Context: an optimization exercise on an open-source flow, tuned for small area, a short achievable clock period and few clock cycles per item. The choices shown serve that exercise and are no tape-out recipe.

==> branch tundra: inputs <==
// bubbleSort
module bubbleSort #(
    parameter SIZE_DATA = 16,
    parameter NUM_VALS  = 8
)(
    input  logic                         i_clk,
    input  logic                         i_rst_n,
    input  logic                         i_start,
    input  logic [NUM_VALS-1:0][SIZE_DATA-1:0]    i_data,
    output logic [NUM_VALS-1:0][SIZE_DATA-1:0]    o_data,
    output logic                         o_done
);
==> module bubbleSort, before the edit <==
module bubbleSort #(
    parameter SIZE_DATA = 16,
    parameter NUM_VALS  = 8
)(
    input  logic                         i_clk,
    input  logic                         i_rst_n,
    input  logic                         i_start,
    input  logic [NUM_VALS-1:0][SIZE_DATA-1:0]    i_data,
    output logic [NUM_VALS-1:0][SIZE_DATA-1:0]    o_data,
    output logic                         o_done
);
    logic [1:0] valid;
    always_ff @(posedge i_clk or negedge i_rst_n) begin
        if (!i_rst_n)
            valid <= '0;
        else
            valid <= {valid[0], i_start};
    end
    assign o_done = valid[1];
    logic [3:0] pa0, pa1, pa2, pa3, pb0, pb1, pb2, pb3;
    bs_rank4 ra (.k0(i_data[0]), .k1(i_data[1]), .k2(i_data[2]), .k3(i_data[3]),
                 .sn0(pa0), .sn1(pa1), .sn2(pa2), .sn3(pa3));
    bs_rank4 rb (.k0(i_data[4]), .k1(i_data[5]), .k2(i_data[6]), .k3(i_data[7]),
                 .sn0(pb0), .sn1(pb1), .sn2(pb2), .sn3(pb3));
    logic [SIZE_DATA-1:0] q0, q1, q2, q3, q4, q5, q6, q7;
    bs_pick4 sa (.k0(i_data[0]), .k1(i_data[1]), .k2(i_data[2]), .k3(i_data[3]),
                 .sn0(pa0), .sn1(pa1), .sn2(pa2), .sn3(pa3),
                 .o0(q0), .o1(q1), .o2(q2), .o3(q3));
    bs_pick4 sb (.k0(i_data[4]), .k1(i_data[5]), .k2(i_data[6]), .k3(i_data[7]),
                 .sn0(pb0), .sn1(pb1), .sn2(pb2), .sn3(pb3),
                 .o0(q4), .o1(q5), .o2(q6), .o3(q7));
    logic [SIZE_DATA-1:0] r0_0;
    logic [SIZE_DATA-1:0] r0_1;
    logic [SIZE_DATA-1:0] r0_2;
    logic [SIZE_DATA-1:0] r0_3;
    logic [SIZE_DATA-1:0] r0_4;
    logic [SIZE_DATA-1:0] r0_5;
    logic [SIZE_DATA-1:0] r0_6;
    logic [SIZE_DATA-1:0] r0_7;
    always_ff @(posedge i_clk) begin
        r0_0 <= q0;
        r0_1 <= q1;
        r0_2 <= q2;
        r0_3 <= q3;
        r0_4 <= q4;
        r0_5 <= q5;
        r0_6 <= q6;
        r0_7 <= q7;
    end
    logic [SIZE_DATA-1:0] m0, m1, m2, m3, m4, m5, m6, m7;
    bs_merge8 mg (.a0(r0_0), .a1(r0_1), .a2(r0_2), .a3(r0_3),
                  .b0(r0_4), .b1(r0_5), .b2(r0_6), .b3(r0_7),
                  .o0(m0), .o1(m1), .o2(m2), .o3(m3), .o4(m4), .o5(m5), .o6(m6), .o7(m7));
    always_ff @(posedge i_clk) begin
        o_data[0] <= m0;
        o_data[1] <= m1;
        o_data[2] <= m2;
        o_data[3] <= m3;
        o_data[4] <= m4;
        o_data[5] <= m5;
        o_data[6] <= m6;
        o_data[7] <= m7;
    end
endmodule
export LEC_CHECK = 0
export ABC_AREA = 1
export CAP_MARGIN = 50
export CORE_MARGIN = 2
export CORE_UTILIZATION = 40
export SLEW_MARGIN = 50
create_clock -name core_clock -period 15.0 [get_ports {i_clk}]
standard.sh (not shown) runs the stock make flow with config.mk's settings and CLKGATE_MAP_FILE= SYNTH_SCRIPT=/design/flow/synth_recipe.tcl, a recipe that flattens the netlist after the stock synthesis.
==> flow/flow/run.sh <==
#!/bin/bash
# Layout flow: the standard ORFS flow (standard.sh) with these changes:
#  - synthesis: if flow/cells_map.v exists, the design's gate-level leaf
#    modules (bs_*) are mapped onto the sky130hd cells of the same function
#    before the rest of synth_recipe.tcl runs; the remaining logic is mapped
#    with flow/abc.script instead of ORFS's abc_area.script. The register
#    mapping is unchanged.
#  - the make variables in flow/make_vars.txt (one VAR=value per line) are
#    added to the make command line, e.g. a larger SETUP_SLACK_MARGIN so
#    repair_timing sizes and buffers the critical paths.
# Each tool's log stays in orfs/logs/; the make output goes to standard_custom.log.
set -euo pipefail
HERE=$(pwd)
cp "$FLOW_HOME/scripts/synth.tcl" synth_abc.tcl
sed -i "s|^source \$::env(SCRIPTS_DIR)/synth_preamble.tcl|&\nset abc_args [lreplace \$abc_args 1 1 $HERE/flow/abc.script]|" synth_abc.tcl
if [[ -f flow/cells_map.v ]]; then
  sed -i "0,/^hierarchy -check -top \$::env(DESIGN_NAME)/s||&\ntechmap -map $HERE/flow/cells_map.v|" synth_abc.tcl
fi
sed "s|\$::env(SCRIPTS_DIR)/synth.tcl|$HERE/synth_abc.tcl|" synth_recipe.tcl > synth_recipe_abc.tcl
EXTRA=""
while IFS= read -r line; do
  [[ -z "$line" || "$line" == \#* ]] && continue
  EXTRA="$EXTRA '$line'"
done < flow/make_vars.txt
sed -e "s|SYNTH_SCRIPT=[^ ]*|SYNTH_SCRIPT=$HERE/synth_recipe_abc.tcl|" \
    -e "s|\"\${@:-finish}\"|$EXTRA &|" standard.sh > standard_custom.sh
bash standard_custom.sh "$@" > standard_custom.log 2>&1
==> flow/flow/make_vars.txt <==
SETUP_SLACK_MARGIN=10.2
BUFFER_PORTS_ARGS=-buffer_cell sky130_fd_sc_hd__buf_1
CTS_ARGS=-sink_clustering_enable -repair_clock_nets -dont_use_dummy_load -buf_list {sky130_fd_sc_hd__clkbuf_8} -sink_clustering_size 20 -sink_clustering_max_diameter 60
Other scripts of this flow, unchanged in this note and not shown: flow/flow/abc.script, flow/flow/cells_map.v
==> branch lagoon (differences from branch tundra) <==
--- a/flow/design.v
+++ b/flow/design.v
@@ -22,13 +22,6 @@
                  .sn0(pa0), .sn1(pa1), .sn2(pa2), .sn3(pa3));
     bs_rank4 rb (.k0(i_data[4]), .k1(i_data[5]), .k2(i_data[6]), .k3(i_data[7]),
                  .sn0(pb0), .sn1(pb1), .sn2(pb2), .sn3(pb3));
-    logic [SIZE_DATA-1:0] q0, q1, q2, q3, q4, q5, q6, q7;
-    bs_pick4 sa (.k0(i_data[0]), .k1(i_data[1]), .k2(i_data[2]), .k3(i_data[3]),
-                 .sn0(pa0), .sn1(pa1), .sn2(pa2), .sn3(pa3),
-                 .o0(q0), .o1(q1), .o2(q2), .o3(q3));
-    bs_pick4 sb (.k0(i_data[4]), .k1(i_data[5]), .k2(i_data[6]), .k3(i_data[7]),
-                 .sn0(pb0), .sn1(pb1), .sn2(pb2), .sn3(pb3),
-                 .o0(q4), .o1(q5), .o2(q6), .o3(q7));
     logic [SIZE_DATA-1:0] r0_0;
     logic [SIZE_DATA-1:0] r0_1;
     logic [SIZE_DATA-1:0] r0_2;
@@ -37,19 +30,35 @@
     logic [SIZE_DATA-1:0] r0_5;
     logic [SIZE_DATA-1:0] r0_6;
     logic [SIZE_DATA-1:0] r0_7;
+    logic [3:0] r0_pa0, r0_pa1, r0_pa2, r0_pa3, r0_pb0, r0_pb1, r0_pb2, r0_pb3;
     always_ff @(posedge i_clk) begin
-        r0_0 <= q0;
-        r0_1 <= q1;
-        r0_2 <= q2;
-        r0_3 <= q3;
-        r0_4 <= q4;
-        r0_5 <= q5;
-        r0_6 <= q6;
-        r0_7 <= q7;
+        r0_0 <= i_data[0];
+        r0_1 <= i_data[1];
+        r0_2 <= i_data[2];
+        r0_3 <= i_data[3];
+        r0_4 <= i_data[4];
+        r0_5 <= i_data[5];
+        r0_6 <= i_data[6];
+        r0_7 <= i_data[7];
+        r0_pa0 <= pa0;
+        r0_pa1 <= pa1;
+        r0_pa2 <= pa2;
+        r0_pa3 <= pa3;
+        r0_pb0 <= pb0;
+        r0_pb1 <= pb1;
+        r0_pb2 <= pb2;
+        r0_pb3 <= pb3;
     end
+    logic [SIZE_DATA-1:0] q0, q1, q2, q3, q4, q5, q6, q7;
+    bs_pick4 sa (.k0(r0_0), .k1(r0_1), .k2(r0_2), .k3(r0_3),
+                 .sn0(r0_pa0), .sn1(r0_pa1), .sn2(r0_pa2), .sn3(r0_pa3),
+                 .o0(q0), .o1(q1), .o2(q2), .o3(q3));
+    bs_pick4 sb (.k0(r0_4), .k1(r0_5), .k2(r0_6), .k3(r0_7),
+                 .sn0(r0_pb0), .sn1(r0_pb1), .sn2(r0_pb2), .sn3(r0_pb3),
+                 .o0(q4), .o1(q5), .o2(q6), .o3(q7));
     logic [SIZE_DATA-1:0] m0, m1, m2, m3, m4, m5, m6, m7;
-    bs_merge8 mg (.a0(r0_0), .a1(r0_1), .a2(r0_2), .a3(r0_3),
-                  .b0(r0_4), .b1(r0_5), .b2(r0_6), .b3(r0_7),
+    bs_merge8 mg (.a0(q0), .a1(q1), .a2(q2), .a3(q3),
+                  .b0(q4), .b1(q5), .b2(q6), .b3(q7),
                   .o0(m0), .o1(m1), .o2(m2), .o3(m3), .o4(m4), .o5(m5), .o6(m6), .o7(m7));
     always_ff @(posedge i_clk) begin
         o_data[0] <= m0;
==> flow/flow/make_vars.txt (replaced) <==
SETUP_SLACK_MARGIN=10.8
BUFFER_PORTS_ARGS=-buffer_cell sky130_fd_sc_hd__buf_1
CTS_ARGS=-sink_clustering_enable -repair_clock_nets -dont_use_dummy_load -buf_list {sky130_fd_sc_hd__clkbuf_8} -sink_clustering_size 20 -sink_clustering_max_diameter 60
==> comparison table <==
quantity                                                       branch tundra  branch lagoon
Latest clock arrival within the worst-skew pair                       590 ps         640 ps
Via count of the first global-routing pass                            17,100         18,410
Final critical path time including I/O delays and setup              4894 ps        4365 ps
HPWL after detailed placement                                       53.79 mm       56.28 mm
Total setup buffers inserted after CTS                                     4             20
Pin count of the biggest net entering global routing                      36             34
Area of the die                                                 40,690 sq um   42,320 sq um
Initial antenna violation count                                            8              0
Met3 WL                                                             6.910 mm       9.250 mm
Clock Skews                                                         65.96 ps       70.00 ps
Syn_nets                                                               2,627          2,659
Initial core utilization                                              0.4046         0.4078
Fraction of final layout cells sized beyond drive strength 1         0.09794         0.1734
Post_cts resized                                                          68            229
Met2 Track Usage GR                                                   0.5137         0.5101
Run status                                          timing/DRC/antenna clean  timing/DRC/antenna clean
Most common library cell in the layout ignoring fill and taps         nor2_1        nand2_1
GR Util met1                                                          0.4452         0.4866
Switch share                                                          0.5345         0.5296
Final layout net count                                                 2,951          3,097
Routed length per placed instance                                   20.68 um       22.59 um
Post-route design area                                          18,700 sq um   21,780 sq um
Category of the worst setup path launch point                      input pin      flip-flop
No functional check of the RTL was part of any run of this note.

re-timing with driven ports:
Ports are ideal in the flow. The routed layouts listed here were re-timed in OpenROAD.
Step 1, drivers: a clkbuf_16 drives i_clk and a buf_2 each remaining input, both assumed.
Step 2, shift: input delay + t, output delay - t, t = (earliest + latest rising clock arrival at the registers) / 2. This alone moves slack from input paths to output paths.
Slacks: no drivers / after step 1 / after step 2; pairs: no drivers / after step 1.
run	t (ns)	slack for setup (ns)	hold WS [ns]	slew at the worst register clock pin (ns)	pins driven straight from the clock port
branch tundra	0.609	10.106 / 10.058 / 9.448	0.368 / 0.368 / 0.368	0.12 / 0.12	1
branch lagoon	0.649	10.635 / 10.635 / 10.296	0.374 / 0.374 / 0.374	0.12 / 0.12	1
After both steps setup and hold are still met in every run listed. The setup slack of branch tundra, which loses most, moves by -0.048 ns with the drivers and by -0.658 ns with both steps.
